From an optimization exercise on the open Yosys and OpenROAD flow, aimed at small area and a short achievable clock period; shortcuts taken in it are not production practice.
Power and IR drop assume default switching activity.

==> inputs of job 9050 <==
Design Fir, start of the top module:
module Fir(reset_n,clk,x_in,y_out);
input reset_n,clk;
input [15:0]x_in;
output [23:0]y_out;
reg [13:0]r4;
reg [17:0]r3;
reg [17:0]r2;
reg [17:0]r1;
reg c3a;
reg c3b;
reg c2a;
reg c2b;
reg c1a;
reg c1b;
reg c1c;
wire zx;
wire [17:0]af_s;
wire [18:0]af_c;
wire [17:0]af_r;
wire [18:0]af_k;
wire [17:0]a3_s;
wire [18:0]a3_c;
wire [17:0]a3_r;
wire [18:0]a3_k;
wire [17:0]a2_s;
wire [18:0]a2_c;
wire [17:0]a2_r;
wire [18:0]a2_k;
wire [17:0]a1_s;
wire [18:0]a1_c;
wire [17:0]a1_r;
wire [18:0]a1_k;
wire [17:0]r1v;
wire r1s;
wire r1c;
wire [17:0]r1k;
wire r1u;
wire [13:0]yg;
wire [13:0]yp;
wire [13:0]yt;
wire [17:0]y;
wire yh1;
wire yh2;
assign zx=~(x_in[2]|x_in[1]|x_in[0]);    
fadd u1(.a(x_in[0]),.b(~x_in[3]),.c(zx),.s(af_r[0]),.co(af_k[1]));
fadd u2(.a(x_in[1]),.b(~x_in[4]),.c(af_k[1]),.s(af_r[1]),.co(af_k[2]));
fadd u3(.a(x_in[2]),.b(~x_in[5]),.c(af_k[2]),.s(af_r[2]),.co(af_k[3]));
fadd u4(.a(x_in[3]),.b(~x_in[6]),.c(af_k[3]),.s(af_r[3]),.co(af_k[4]));
fadd u5(.a(x_in[4]),.b(~x_in[7]),.c(af_k[4]),.s(af_r[4]),.co(af_k[5]));
fadd u6(.a(x_in[5]),.b(~x_in[8]),.c(af_k[5]),.s(af_r[5]),.co(af_k[6]));
fadd u7(.a(x_in[6]),.b(~x_in[9]),.c(af_k[6]),.s(af_r[6]),.co(af_k[7]));
fadd u8(.a(x_in[7]),.b(~x_in[10]),.c(af_k[7]),.s(af_r[7]),.co(af_k[8]));
fadd u9(.a(x_in[8]),.b(~x_in[11]),.c(af_k[8]),.s(af_r[8]),.co(af_k[9]));
hadd u10(.a(x_in[9]),.b(~x_in[12]),.s(af_r[9]),.co(af_k[10]));
fadd u11(.a(x_in[10]),.b(~x_in[13]),.c(af_k[10]),.s(af_r[10]),.co(af_k[11]));
fadd u12(.a(x_in[11]),.b(~x_in[14]),.c(af_k[11]),.s(af_r[11]),.co(af_k[12]));
fadd u13(.a(x_in[12]),.b(~x_in[15]),.c(af_k[12]),.s(af_r[12]),.co(af_k[13]));
xnor2m u14(.a(x_in[13]),.b(af_k[13]),.y(af_r[13]));
or2m u15(.a(x_in[13]),.b(af_k[13]),.y(af_k[14]));
xnor2m u16(.a(x_in[14]),.b(af_k[14]),.y(af_r[14]));
  ...
clock: 10.0 ns
lec_check: 0
cap_margin: 20
core_margin: 2
core_utilization: 40
gpl_timing_driven: 1
setup_slack_margin: 4.1
slew_margin: 20
synth_hierarchical: 1
synth_minimum_keep_size: 0
standard.sh (not shown) runs the stock make flow with config.mk's settings and CLKGATE_MAP_FILE= SYNTH_SCRIPT=/design/flow/synth_recipe.tcl, a recipe that flattens the netlist after the stock synthesis.
==> flow/flow/run.sh <==
#!/bin/bash
# Own layout flow: the standard flow (standard.sh), with two changes:
#  - clock tree synthesis without dummy load cells (-dont_use_dummy_load),
#  - port buffers start from buf_1 instead of the flow's default choice.
# Each tool's output goes to the ORFS logs under orfs/logs/; make's own output
# goes to flow_make.log here.
set -euo pipefail
bash standard.sh \
  "CTS_ARGS=-sink_clustering_enable -repair_clock_nets -dont_use_dummy_load -sink_clustering_size 30 -buf_list {sky130_fd_sc_hd__clkbuf_4 sky130_fd_sc_hd__clkbuf_8}" \
  "BUFFER_PORTS_ARGS=-buffer_cell sky130_fd_sc_hd__buf_1" \
  finish > flow_make.log 2>&1
==> job 6876: changes against job 9050 <==
--- a/flow/config.mk
+++ b/flow/config.mk
@@ -10,5 +10,5 @@
 export CORE_UTILIZATION = 40
 export GPL_TIMING_DRIVEN = 1
-export SETUP_SLACK_MARGIN = 4.1
+export SETUP_SLACK_MARGIN = 4.3
 export SLEW_MARGIN = 20
 export SYNTH_HIERARCHICAL = 1
==> results.py <==
metrics = {
    "power": {
        "p_per_area_nw_per_um2": 317,
        "power.net_switching_uw": 683,
    },
    "cells_and_area": {
        "finalInstanceArea_um2": 4960,
        "layout-drive-gt1-share_pct": 26.4,
    },
    "clocking": {
        "post_cts.resized_instances": 44,
    },
    "place": {
        "pre_cts_ws_ps": 3420,
    },
    "outcome": {
        "result_of_the_run": "timing/DRC/antenna clean",
    },
}
-- figures above: job 6876

==> results.py <==
metrics = {
    "outcome": {
        "result_of_the_run": "timing/DRC/antenna clean",
    },
    "place": {
        "pre_cts_ws_ps": 3430,
    },
    "cells_and_area": {
        "layout-drive-gt1-share_pct": 18.8,
        "nClkBuffers": 9,
    },
    "floorplan": {
        "well_tap_count": 136,
    },
    "clocking": {
        "post_cts.resized_instances": 15,
    },
    "min_path": {
        "worstHoldEndpoint": "c1b",
    },
}
-- figures above: job 9050

No functional check of the RTL was part of any run of this note.

## afterwards: timing with drivers on the ports
The flow's constraints put no driver on any port. The routed layouts listed below were extracted and timed again, unchanged, in two steps. Step 1 (the two cells are an assumption about what drives the block):
set clk [get_ports {clk}]
set_driving_cell -lib_cell sky130_fd_sc_hd__clkbuf_16 $clk
set_driving_cell -lib_cell sky130_fd_sc_hd__buf_2 [delete_from_list [all_inputs] $clk]
Step 2 moves the port delays by t, midway between the first and last clock arrival at a register: inputs arrive t later, outputs are due t later. That takes back most of the time a late clock gives input paths. a / b / c = ideal / step 1 / step 2; a / b = the first two.
run | shift t [ns] | setup slack, ns | worst setup path at the end | pins driven straight from the clock port
job 9050 | 0.373 | 4.119 / 4.123 / 3.750 | input to register | 1
job 6876 | 0.366 | 4.174 / 4.164 / 3.798 | input to register | 1
After both steps every run listed still meets setup and hold. For job 6876, which loses most, drivers alone change the setup slack by -0.010 ns; drivers and shift together by -0.376 ns.
